What follows belongs to an exercise in optimizing a design on an open flow for small area, a short achievable clock period and few clock cycles; a production flow would make more cautious choices. The RTL was checked by simulation tests, not by an equivalence proof against the original design.

Setup of 12-20:
==> flow/design.v <==
module ALU #(
    parameter DATA_W = 32
)
(
    input                       i_clk,    
    input                       i_rst_n,  
    input                       i_valid,  
    input [DATA_W - 1 : 0]      i_A,      
    input [DATA_W - 1 : 0]      i_B,      
    input [         2 : 0]      i_inst,   
    output [2*DATA_W - 1 : 0]   o_data,   
    output                      o_done    
);
    reg         s_ex, s_mul, s_mulf, s_div;
    reg         done;
    reg         y_hc;       
    reg         y_sx;       
    reg         y_dv;       
    reg         e_sum, e_slt, e_div;  
    reg         e_sub;      
    reg  [4:0]  cnt;
    reg  [31:0] hi, lo;     
    reg  [31:0] opb;        
    reg  [31:0] hc;         
    reg         cy;         
    reg         satf, sats; 
    reg         sltf;       
    wire        idle = ~(s_ex | s_mul | s_mulf | s_div);
    assign o_data = {hi, satf ? {sats, {31{~sats}}} : {lo[31:1], lo[0] | sltf}};
    assign o_done = done;
    wire [35:0] p0 = {4'd0, opb & {32{lo[0]}}};
    wire [35:0] p1 = {3'd0, opb & {32{lo[1]}}, 1'b0};
    wire [35:0] p2 = {2'd0, opb & {32{lo[2]}}, 2'b0};
    wire [35:0] p3 = {1'd0, opb & {32{lo[3]}}, 3'b0};
    wire [35:0] p4 = {4'd0, hi};
    wire [35:0] p5 = {4'd0, hc};
    wire [35:0] s1a = p0 ^ p1 ^ p2;
    wire [35:0] c1a = {((p0 & p1) | (p0 & p2) | (p1 & p2)), 1'b0};
    wire [35:0] s1b = p3 ^ p4 ^ p5;
    wire [35:0] c1b = {((p3 & p4) | (p3 & p5) | (p4 & p5)), 1'b0};
    wire [35:0] s2  = s1a ^ c1a ^ s1b;
    wire [35:0] c2  = {((s1a & c1a) | (s1a & s1b) | (c1a & s1b)), 1'b0};
    wire [35:0] s3  = s2 ^ c2 ^ c1b;
    wire [35:0] c3  = {((s2 & c2) | (s2 & c1b) | (c2 & c1b)), 1'b0};
    wire [4:0]  nib = {1'b0, s3[3:0]} + {1'b0, c3[3:0]} + {4'd0, cy};
    wire [31:0] xa    = hi;
    wire        xs    = y_sx & hi[31];
    wire [31:0] ya    = opb;
    wire        ys    = (y_sx & opb[31]) | y_dv;
    wire        ac    = y_dv | e_sub | (y_hc & cy);
    wire [32:0] sum;
    pfx_add #(33) u_add (.a({xs, xa}), .b({ys, ya}), .c(ac), .s(sum));
    integer k;
    reg  [31:0] brev;
    always @(*) for (k = 0; k < 32; k = k + 1) brev[k] = opb[31-k];
    wire [31:0] shin  = s_ex ? brev : i_A;
    wire [4:0]  shamt = s_ex ? cnt : i_B[4:0];
    wire        fill  = s_ex | i_A[31];    
    wire [63:0] shx   = {{32{fill}}, shin} >> shamt;
    reg  [31:0] bnorm;
    always @(*) for (k = 0; k < 32; k = k + 1) bnorm[k] = shx[31-k];
    wire        bbig  = |i_B[31:5];
    wire [31:0] sra   = bbig ? {32{i_A[31]}} : shx[31:0];
    wire [4:0]  clzb, clza;
    clz32 u_clzb (.x(i_B), .n(clzb));
    clz32 u_clza (.x(i_A), .n(clza));
    wire        bzero = ~|i_B;
    wire        mzero = bzero | ~|i_A;      
    wire [4:0]  dlz   = clzb - clza;
    wire        aless = clza > clzb;        
    wire        dp0   = clza == clzb;       
    wire        dnow  = bzero | aless;      
    wire        op_as  = (i_inst == 3'd0) | (i_inst == 3'd1);
    wire        op_sub = (i_inst == 3'd1) | (i_inst == 3'd4);
    wire        op_slt = (i_inst == 3'd4);
    wire        sgnd   = i_A[31] ^ i_B[31];   
    wire        op_lo  = (i_inst == 3'd2) | (i_inst == 3'd3) | (i_inst == 3'd5);  
    wire        op_mul = (i_inst == 3'd6);
    wire        op_div = (i_inst == 3'd7);
    reg  [31:0] lo_iss;
    always @(*) begin
        case (i_inst)
            3'd2:    lo_iss = i_A & i_B;
            3'd3:    lo_iss = i_A | i_B;
            3'd5:    lo_iss = sra;
            3'd6:    lo_iss = bzero ? 32'd0 : i_A;
            3'd7:    lo_iss = bzero ? 32'h7fffffff : 32'd0;
            3'd4:    lo_iss = 32'd0;
            default: lo_iss = i_A;
        endcase
    end
    wire        last  = (cnt == 5'd0);
    wire        rneg  = sum[32];
    wire        q     = ~sum[32];           
    wire        ovf   = sum[32] ^ sum[31];
    wire        go      = idle & i_valid;
    wire        n_ex    = go & ~op_lo & ~op_mul & ~(op_div & (dnow | dp0)) & ~(op_slt & sgnd);
    wire        n_mul   = (go & op_mul & ~mzero) | (s_mul & ~last);
    wire        n_mulf  = s_mul & last;
    wire        n_div   = (go & op_div & ~dnow & dp0) | (s_ex & e_div) | (s_div & ~last);
    wire        n_exdiv = go & op_div & ~dnow & ~dp0;    
    wire        n_done  = (go & (op_lo | (op_div & dnow) | (op_mul & mzero) | (op_slt & sgnd))) |
                          (s_ex & ~e_div) |
                          s_mulf | (s_div & last);
    always @(posedge i_clk or negedge i_rst_n) begin
        if (!i_rst_n) begin
            s_ex   <= 1'b0;
            s_mul  <= 1'b0;
            s_mulf <= 1'b0;
            s_div  <= 1'b0;
            done   <= 1'b0;
        end else begin
            s_ex   <= n_ex;
            s_mul  <= n_mul;
            s_mulf <= n_mulf;
            s_div  <= n_div;
            done   <= n_done;
        end
    end
    always @(posedge i_clk) begin
        y_hc  <= n_mulf;
        y_sx  <= n_ex & ~op_div;
        y_dv  <= n_div;
        cy    <= idle ? 1'b0 : nib[4];
        e_sum <= op_as;
        e_slt <= (i_inst == 3'd4);
        e_div <= op_div;
        e_sub <= idle & op_sub;
        hc   <= idle ? 32'd0 : c3[35:4];
        cnt  <= idle ? (i_inst[0] ? dlz : 5'd7) : s_ex ? cnt : cnt - 5'd1;
        satf <= s_ex & e_sum & ovf;
        sats <= rneg;
        sltf <= (s_ex & e_slt & rneg) | (go & op_slt & sgnd & i_A[31]);
        hi <= ({32{idle & (op_as | op_sub | op_div) & ~(op_slt & sgnd)}} & i_A) |
              ({32{s_mul}} & s3[35:4]) |
              ({32{s_ex & e_div}} & hi) |
              ({32{s_mulf | (s_div & q)}} & sum[31:0]) |
              ({32{s_div & ~q}} & hi);
        if (idle)        lo <= lo_iss;
        else if (s_ex)   lo <= {32{e_sum}} & sum[31:0];
        else if (s_mul)  lo <= {nib[3:0], lo[31:4]};
        else if (s_div)  lo <= {lo[30:0], q};
        if (idle)        opb <= i_B ^ {32{op_sub | op_div}};
        else if (s_ex)   opb <= bnorm;
        else if (s_mul & last) opb <= c3[35:4];      
        else if (s_div)  opb <= {1'b1, opb[31:1]};
    end
endmodule
module pfx_add #(parameter N = 36) (
    input  [N-1:0] a,
    input  [N-1:0] b,
    input          c,
    output [N-1:0] s
);
    localparam L = (N < 16) ? 4 : (N < 32) ? 5 : (N < 64) ? 6 : 7;
    wire [N:0] g [0:L];
    wire [N:0] p [0:L];
    assign g[0] = {a & b, c};
    assign p[0] = {a ^ b, 1'b0};
    genvar i, j;
    generate
        for (i = 0; i < L; i = i + 1) begin : lv
            for (j = 0; j <= N; j = j + 1) begin : bt
                if (j >= (1 << i)) begin : m
                    assign g[i+1][j] = g[i][j] | (p[i][j] & g[i][j - (1 << i)]);
                    assign p[i+1][j] = p[i][j] & p[i][j - (1 << i)];
                end else begin : t
                    assign g[i+1][j] = g[i][j];
                    assign p[i+1][j] = p[i][j];
                end
            end
        end
    endgenerate
    assign s = p[0][N:1] ^ g[L][N-1:0];
endmodule
module clz32 (
    input  [31:0] x,
    output [4:0]  n
);
    wire [7:0]  z;           
    wire [15:0] c;           
    genvar i;
    generate
        for (i = 0; i < 8; i = i + 1) begin : nb
            wire [3:0] v = x[4*i+3:4*i];
            assign z[i] = ~|v;
            assign c[2*i+1:2*i] = v[3] ? 2'd0 : v[2] ? 2'd1 : v[1] ? 2'd2 : 2'd3;
        end
    endgenerate
    wire [3:0]  zb;
    wire [11:0] cb;
    generate
        for (i = 0; i < 4; i = i + 1) begin : by
            assign zb[i] = z[2*i+1] & z[2*i];
            assign cb[3*i+2:3*i] = z[2*i+1] ? {1'b1, c[4*i+1:4*i]} : {1'b0, c[4*i+3:4*i+2]};
        end
    endgenerate
    wire [1:0]  zh;
    wire [7:0]  ch;
    generate
        for (i = 0; i < 2; i = i + 1) begin : hw
            assign zh[i] = zb[2*i+1] & zb[2*i];
            assign ch[4*i+3:4*i] = zb[2*i+1] ? {1'b1, cb[6*i+2:6*i]} : {1'b0, cb[6*i+5:6*i+3]};
        end
    endgenerate
    assign n = zh[1] ? {1'b1, ch[3:0]} : {1'b0, ch[7:4]};
endmodule
==> flow/config.mk <==
export PLATFORM = sky130hd
export DESIGN_NAME = ALU
export DESIGN_NICKNAME = ALU
export VERILOG_FILES = /design/flow/design.v
export SDC_FILE = /design/flow/constraint.sdc
export NUM_CORES = 4
export LEC_CHECK = 0
export CAP_MARGIN = 20
export CORE_MARGIN = 2
export CORE_UTILIZATION = 40
export SETUP_SLACK_MARGIN = 3.4
export SLEW_MARGIN = 20
==> flow/constraint.sdc <==
create_clock -name core_clock -period 7.0 [get_ports {i_clk}]
set_input_delay 1.4000 -clock core_clock [delete_from_list [all_inputs] [get_ports {i_clk}]]
set_output_delay 1.4000 -clock core_clock [all_outputs]
set_load 0.01 [all_outputs]
standard.sh (not shown) runs the stock make flow with config.mk's settings and CLKGATE_MAP_FILE= SYNTH_SCRIPT=/design/flow/synth_recipe.tcl, a recipe that flattens the netlist after the stock synthesis.
==> flow/flow/run.sh <==
#!/bin/bash
# The standard layout (the standard.sh: ORFS synthesis to final layout),
# with one ORFS setting changed: the port buffers are buf_2 cells instead of
# the resizer's default pick (a delay cell); every input and output port
# still gets a buffer.
set -euo pipefail
export BUFFER_PORTS_ARGS="-buffer_cell sky130_fd_sc_hd__buf_2"
bash standard.sh > standard.log 2>&1
Both conditions hold for 12-20: the flow ran to the end and the final layout passed the timing, design-rule and antenna checks.
Testbench counts of 12-20, summed over its fixed seeds: cycles 9,006.
The inputs of 11-13 differ from those of 12-20 as listed below.
--- a/flow/config.mk
+++ b/flow/config.mk
@@ -10,2 +10,2 @@
-export CORE_UTILIZATION = 40
-export SETUP_SLACK_MARGIN = 3.4
+export CORE_UTILIZATION = 45
+export SETUP_SLACK_MARGIN = 3.2
Findings:
- Starting DRC count in detailed routing | 11-13 above 12-20
- [compare] base=12-20 new=11-13: count of distinct cell types in the synthesized netlist flat; maximum net fanout on the critical path down 1; final routed wire length divided by cell count flat.
- Timing, DRC, antenna: 0 failures across 11-13 and 12-20

-- static timing again, ports no longer ideal --
Ports are ideal in the flow. The routed layouts listed here were re-timed in OpenROAD. Step 1 sets driving cells, clkbuf_16 on the clock port and buf_2 on the other inputs (assumed; they add their load-dependent delay and slew). Step 2 times the ports against the registers' clock, not the clock port: input delays grow and output delays shrink by t, the midpoint of the rising clock arrivals with the driver on. Slacks: no drivers / after step 1 / after step 2; pairs: no drivers / after step 1.
run	t (ns)	setup slack, ns	worst hold slack (ns)	worst setup path at the end	cell pins on the clock port's net
12-20	0.532	3.083 / 3.043 / 2.511	0.589 / 0.589 / 0.589	input to register	1
11-13	0.521	3.185 / 3.172 / 2.651	0.522 / 0.522 / 0.522	input to register	1
After both steps setup and hold are still met in every run listed. The setup slack of 12-20, which loses most, moves by -0.040 ns with the drivers and by -0.572 ns with both steps.
